This design comes from an exercise in tuning for small area on the open sky130 flow, not from production work.
Only simulation tests tie the RTL to the original design; equivalence was not proved.
No activity file was given, so power comes from the tool's default toggle rates.

Setup of run A:
==> flow/design.v <==
`default_nettype none
module vga_timing
 (
   input  wire         reset,
   input  wire         clk_dot,
   output wire [10:0]  h,
   output wire [9:0]   v,
   output wire [10:0]  hn,
   output wire [9:0]   vn,
   output wire         new_frame,    
   output wire         vid_active,
   output wire         vga_hsync,
   output wire         vga_vsync
 );
 reg  [10:0] h_r;
 reg  [9:0]  v_r;
 wire h_end = h_r[10] & ( &h_r[4:0] );                                
 wire v_end = v_r[9] & v_r[6] & v_r[5] & v_r[4] & v_r[1] & v_r[0];    
 wire h_hi  = h_r[10] & h_r[4] & h_r[3] & h_r[2] & h_r[1];            
 assign hn = h_end ? 11'd0 : h_r + 11'd1;
 assign vn = h_end ? ( v_end ? 10'd0 : v_r + 10'd1 ) : v_r;
 assign h  = h_r;
 assign v  = v_r;
 always @ ( posedge clk_dot or posedge reset ) begin
   if ( reset == 1 ) begin
     h_r <= 11'd837;
     v_r <= 10'd599;
   end else begin
     h_r <= hn;
     v_r <= vn;
   end
 end
 reg act_r;
 wire h_1053 = h_r[10] & h_r[4] & h_r[3] & h_r[2] & ~h_r[1] & h_r[0];
 wire h_797  = ( h_r == 11'd797 );
 always @ ( posedge clk_dot or posedge reset ) begin
   if ( reset == 1 )   act_r <= 1'b0;
   else if ( h_1053 )  act_r <= ( v_r <= 10'd597 ) || ( v_r >= 10'd626 );
   else if ( h_797 )   act_r <= 1'b0;
 end
 assign vid_active = act_r;
 assign new_frame  = v_end & h_1053;
 assign vga_hsync  = !h_r[10] && ( h_r[9:0] >= 10'd839 ) && ( h_r[9:0] <= 10'd966 );
 wire   p_2_218    = h_r[10] || ( h_r[9:0] >= 10'd839 );
 assign vga_vsync  = ( v_r >= 10'd600 && v_r <= 10'd602 ) ||
                     ( v_r == 10'd599 &&  p_2_218 ) ||
                     ( v_r == 10'd603 && !p_2_218 );
endmodule
`default_nettype none
module vga_core
(
  input  wire         reset,
  input  wire         color_3b,       
  input  wire         mode_bit,       
  input  wire         clk_dot,        
  input  wire  [31:0] random_num,     
  output wire  [23:0] vga_pixel_rgb,  
  output wire         vga_active,     
  output wire         vga_hsync,      
  output wire         vga_vsync       
);
  wire [10:0] h, hn;
  wire [9:0]  v, vn;
  wire        new_frame;
  vga_timing u0_vga_timing
  (
    .reset      ( reset      ),
    .clk_dot    ( clk_dot    ),
    .h          ( h          ),
    .v          ( v          ),
    .hn         ( hn         ),
    .vn         ( vn         ),
    .new_frame  ( new_frame  ),
    .vid_active ( vga_active ),
    .vga_hsync  ( vga_hsync  ),
    .vga_vsync  ( vga_vsync  )
  );
  reg          init;         
  reg          mode_p1;      
  reg          c3_p1;        
  reg          demo;         
  reg          first;        
  reg  [8:0]   line_d;       
  reg  [22:0]  line_rgb;
  reg  [23:0]  bx;           
  reg  [23:0]  by;           
  reg          x_neg, y_neg;      
  reg  [9:0]   x_frac, y_frac;    
  reg  [2:0]   lock;         
  reg  [22:0]  ball_rgb;
  reg          line_v, ball_v, dir_v;   
  reg          pix_hit;      
  reg  [22:0]  pix_rgb;
  always @ ( posedge clk_dot or posedge reset ) begin
    if ( reset == 1 ) init <= 1'b1;
    else              init <= 1'b0;
  end
  wire start = init | ~mode_bit;    
  wire rise  = mode_bit & ( ~mode_p1 | init );
  wire line_wrap = ( line_d == 9'd300 );
  wire line_load = ~mode_bit | ( new_frame & line_wrap );
  always @ ( posedge clk_dot ) begin
    if ( start ) begin
      line_d <= 9'd0;
    end else if ( new_frame == 1 ) begin
      line_d <= line_wrap ? 9'd0 : line_d + 9'd1;
    end
    line_v <= line_load | ( line_v & ~init );
    if ( line_load ) line_rgb <= random_num[22:0];
  end
  wire [15:0] bxi = bx[23:8];
  wire [15:0] byi = by[23:8];
  wire x_out = ( bxi < 16'd24 ) || ( bxi > 16'd760 );
  wire y_out = ( byi < 16'd24 ) || ( byi > 16'd542 );
  wire unlocked = ( lock == 3'd0 );
  wire sr0      = lock[0] & ~lock[1];
  wire x_bounce = unlocked && x_out;
  wire y_bounce = unlocked && y_out;
  reg        busy, x_flip, y_flip, x_c, y_c;
  wire [4:0] bit_i = h[4:0];
  wire       shift = busy & ~h[10];              
  wire       last  = shift & ( bit_i == 5'd23 );
  wire       lo10  = ( bit_i < 5'd10 );
  wire       x_g   = lo10 ? ( dir_v & x_frac[0] ) : ( bit_i == 5'd10 );
  wire       y_g   = lo10 ? ( dir_v & y_frac[0] ) : ( bit_i == 5'd10 );
  wire       x_d   = x_neg ^ x_g;
  wire       y_d   = y_neg ^ y_g;
  wire       x_s   = bx[0] ^ x_d ^ x_c;
  wire       y_s   = by[0] ^ y_d ^ y_c;
  always @ ( posedge clk_dot ) begin
    if ( start ) begin
      bx     <= 24'h008800;    
      by     <= 24'h002400;    
      x_neg  <= 1'b0;
      y_neg  <= 1'b0;
      busy   <= 1'b0;
    end else begin
      if ( new_frame ) busy <= 1'b1;
      if ( shift ) begin
        bx <= { x_s, bx[23:1] };
        by <= { y_s, by[23:1] };
      end
      if ( last ) begin
        busy  <= 1'b0;
        x_neg <= x_neg ^ x_flip;
        y_neg <= y_neg ^ y_flip;
      end
    end
    x_c <= shift & ~last & ( ( bx[0] & x_d ) | ( bx[0] & x_c ) | ( x_d & x_c ) );
    y_c <= shift & ~last & ( ( by[0] & y_d ) | ( by[0] & y_c ) | ( y_d & y_c ) );
    if ( new_frame ) begin
      x_flip <= x_bounce;
      y_flip <= y_bounce;
    end
    if ( init ) begin
      lock <= 3'd0;
    end else if ( mode_bit & new_frame ) begin
      lock <= { lock[1:0], x_bounce | y_bounce | sr0 };
    end
  end
  wire ball_load = ~mode_bit | ( new_frame & sr0 );
  always @ ( posedge clk_dot ) begin
    ball_v <= ball_load | ( ball_v & ~init );
    dir_v  <= ~mode_bit | ( dir_v & ~init );
    if ( ball_load ) ball_rgb <= random_num[22:0];
    if ( mode_bit == 0 ) begin
      x_frac <= random_num[11:2];
      y_frac <= random_num[23:14];
    end else if ( shift & lo10 ) begin
      x_frac <= { x_frac[0], x_frac[9:1] };
      y_frac <= { y_frac[0], y_frac[9:1] };
    end
  end
  function inc_eq;   
    input [6:0] a, c;
    reg   [7:0] t;
    integer i;
    begin
      t[0] = 1'b1;
      for ( i = 0; i < 7; i = i + 1 ) t[i+1] = t[i] & c[i];
      inc_eq = ( a == ( c ^ t[6:0] ) ) && !t[7];
    end
  endfunction
  function win;
    input [6:0] a, c;
    input [3:0] b, e;
    begin
      win = ( ( a == c ) && ( b > e ) ) || ( inc_eq( a, c ) && ( b < e ) );
    end
  endfunction
  wire ball_hit = ( bxi[15:11] == 5'd0 ) && win( hn[10:4], bxi[10:4], hn[3:0], bxi[3:0] ) &&
                  ( byi[15:10] == 6'd0 ) && win( { 1'b0, vn[9:4] }, { 1'b0, byi[9:4] }, vn[3:0], byi[3:0] );
  wire [10:0] ld = { 2'd0, line_d };
  function sum_is;
    input [10:0] a, b, k;
    input        cin;
    reg   [11:0] c;
    reg   [10:0] co;
    begin
      c  = { 1'b0, a ^ b ^ k };
      co = ( k & a & b ) | ( ~k & ( a | b ) );
      sum_is = ( c[0] == cin ) && ( c[11:1] == co );
    end
  endfunction
  wire line_hit = ( hn == ld ) || sum_is( hn, ld, 11'd800, 1'b0 ) ||
                  ( { 1'b0, vn } == ld ) || sum_is( { 1'b0, vn }, ld, 11'd600, first );
  always @ ( posedge clk_dot or posedge reset ) begin
    if ( reset == 1 ) begin
      demo <= 1'b0;
    end else begin
      if ( rise ) demo <= ~demo;
    end
  end
  always @ ( posedge clk_dot ) begin
    mode_p1 <= mode_bit;
    c3_p1   <= color_3b;
    first   <= init | ( first & ~new_frame );
    if ( init )         pix_hit <= 1'b0;
    else if ( mode_p1 ) pix_hit <= demo ? line_hit : ball_hit;
    if ( mode_p1 ) pix_rgb <= demo ? ( line_v ? line_rgb : 23'd0 ) : ( ball_v ? ball_rgb : 23'd0 );
  end
  wire [2:0] bar = h[9:7];
  wire r_en = bar[0] ^ bar[1];
  wire g_en = bar[2] | ( bar[1] & bar[0] );
  wire b_en = ~bar[0];
  wire [7:0] ramp = { h[6:0], 1'b0 };
  wire [23:0] tp  = { r_en ? ramp : 8'd0, g_en ? ramp : 8'd0, b_en ? ramp : 8'd0 };
  wire [23:0] dp  = pix_hit ? { 1'b1, pix_rgb } : 24'd0;
  wire [23:0] raw = mode_p1 ? dp : tp;
  assign vga_pixel_rgb = c3_p1 ? { {8{raw[23]}}, {8{raw[15]}}, {8{raw[7]}} } : raw;
endmodule
==> flow/config.mk <==
export PLATFORM = sky130hd
export DESIGN_NAME = vga_core
export DESIGN_NICKNAME = vga_core
export VERILOG_FILES = /design/flow/design.v
export SDC_FILE = /design/flow/constraint.sdc
export NUM_CORES = 4
export LEC_CHECK = 0
export CAP_MARGIN = 20
export CORE_MARGIN = 2
export CORE_UTILIZATION = 65
export SLEW_MARGIN = 20
==> flow/constraint.sdc <==
create_clock -name core_clock -period 10.0 [get_ports {clk_dot}]
set_input_delay 2.0000 -clock core_clock [delete_from_list [all_inputs] [get_ports {clk_dot}]]
set_output_delay 2.0000 -clock core_clock [all_outputs]
set_load 0.01 [all_outputs]
standard.sh (not shown) runs the stock make flow with config.mk's settings and CLKGATE_MAP_FILE= SYNTH_SCRIPT=/design/flow/synth_recipe.tcl, a recipe that flattens the netlist after the stock synthesis.
==> flow/flow/run.sh <==
#!/bin/bash
# Own flow: the standard layout (standard.sh, unchanged synthesis), with
# the smallest buffer on the ports and a clock tree of small buffers without
# dummy loads.  Each tool's output is in orfs/logs; make's own output is in
# flow_make.log here.
set -euo pipefail
CTS="-sink_clustering_enable -repair_clock_nets -sink_clustering_size 30 -sink_clustering_max_diameter 100 -buf_list {sky130_fd_sc_hd__clkbuf_4 sky130_fd_sc_hd__clkbuf_8} -dont_use_dummy_load"
bash standard.sh "BUFFER_PORTS_ARGS=-buffer_cell sky130_fd_sc_hd__buf_1" "CTS_ARGS=$CTS"  finish > flow_make.log 2>&1
Run A finished every stage and its layout cleared the timing, DRC and antenna checks.
--- input diff run A..run B ---
- CORE_UTILIZATION: 65 -> 40
--- a/flow/flow/run.sh
+++ b/flow/flow/run.sh
@@ -5,4 +5,4 @@
 # flow_make.log here.
 set -euo pipefail
-CTS="-sink_clustering_enable -repair_clock_nets -sink_clustering_size 30 -sink_clustering_max_diameter 100 -buf_list {sky130_fd_sc_hd__clkbuf_4 sky130_fd_sc_hd__clkbuf_8} -dont_use_dummy_load"
+CTS="-sink_clustering_enable -repair_clock_nets -sink_clustering_size 20 -sink_clustering_max_diameter 60 -buf_list {sky130_fd_sc_hd__clkbuf_8 sky130_fd_sc_hd__clkbuf_16} -dont_use_dummy_load"
 bash standard.sh "BUFFER_PORTS_ARGS=-buffer_cell sky130_fd_sc_hd__buf_1" "CTS_ARGS=$CTS"  finish > flow_make.log 2>&1
## What came out
- Comparing run A and run B, the higher sequential share of cell area is on run A.
- Diff run A -> run B: cell area after placement saw an increase, overflow left after global routing stayed essentially flat, non-clock buffer count went down, relative area change from synthesis to final layout climbed 3.6 points.
- Cmp run B vs run A: power higher in run B
- When run B is measured against run A, its area of all placed cells without fillers turns out about 3.4% higher.
- Diff run B..run A | sequential standard cell area | negligible
Changes in run C relative to run B:
- CORE_UTILIZATION changed from 40 to 80
==> flow/flow/run.sh <==
#!/bin/bash
# Own flow: the standard layout (standard.sh, unchanged synthesis), with
# the smallest buffer on the ports and a clock tree of small buffers without
# dummy loads.  Each tool's output is in orfs/logs; make's own output is in
# flow_make.log here.
set -euo pipefail
CTS="-sink_clustering_enable -repair_clock_nets -sink_clustering_size 30 -sink_clustering_max_diameter 100 -buf_list {sky130_fd_sc_hd__clkbuf_8} -dont_use_dummy_load"
bash standard.sh "BUFFER_PORTS_ARGS=-buffer_cell sky130_fd_sc_hd__buf_1" "CTS_ARGS=$CTS" RECOVER_POWER=100 finish > flow_make.log 2>&1
Notes after the runs:
- Run C: complete, dirty (max-capacitance violations, max-slew violations)
- What run B reported for power density over the cells has to be multiplied by 0.937 to get the figure for run C.
- Per the comparison of run C with run B, post-route clock period utilization +6.2 points, routed wire length grew by about 6%.
- On final net count, run C and run B are basically level.
- When run C is set beside run B, its number of placed instances, taps included turns out to be about 14% smaller.
- Diff run B -> run C: routed wire length per instance up about 22%; area overhead of the layout relative to synthesis down 5.2 points; vertical die dimension down 45 um; placer congestion estimate up 11%.
- From run B to run C, count of hold buffers inserted by post-cts repair did not move at all.

-- port drivers added, routing unchanged --
The results above use ideal ports. As a check the final layouts listed here were re-extracted and re-timed, cells and wires unchanged.
Step 1 (the two cells are an assumption about what drives the block):
set clk [get_ports {clk_dot}]
set_driving_cell -lib_cell sky130_fd_sc_hd__clkbuf_16 $clk
set_driving_cell -lib_cell sky130_fd_sc_hd__buf_2 [delete_from_list [all_inputs] $clk]
Step 2, shift: input delay + t, output delay - t, t = (earliest + latest rising clock arrival at the registers) / 2. This alone moves slack from input paths to output paths.
a / b / c = no drivers / after step 1 / after step 2; a / b = the first two.
| run | shift t [ns] | setup slack, ns | worst register clock-pin slew, ns | worst data-port slew with drivers (ns) |
|---|---|---|---|---|
| run A | 0.495 | 5.163 / 5.122 / 5.617 | 0.11 / 0.11 | 0.06 |
| run B | 0.474 | 5.159 / 5.112 / 5.586 | 0.09 / 0.09 | 0.06 |
| run C | 0.491 | 4.544 / 4.504 / 4.823 | 0.10 / 0.10 | 0.06 |
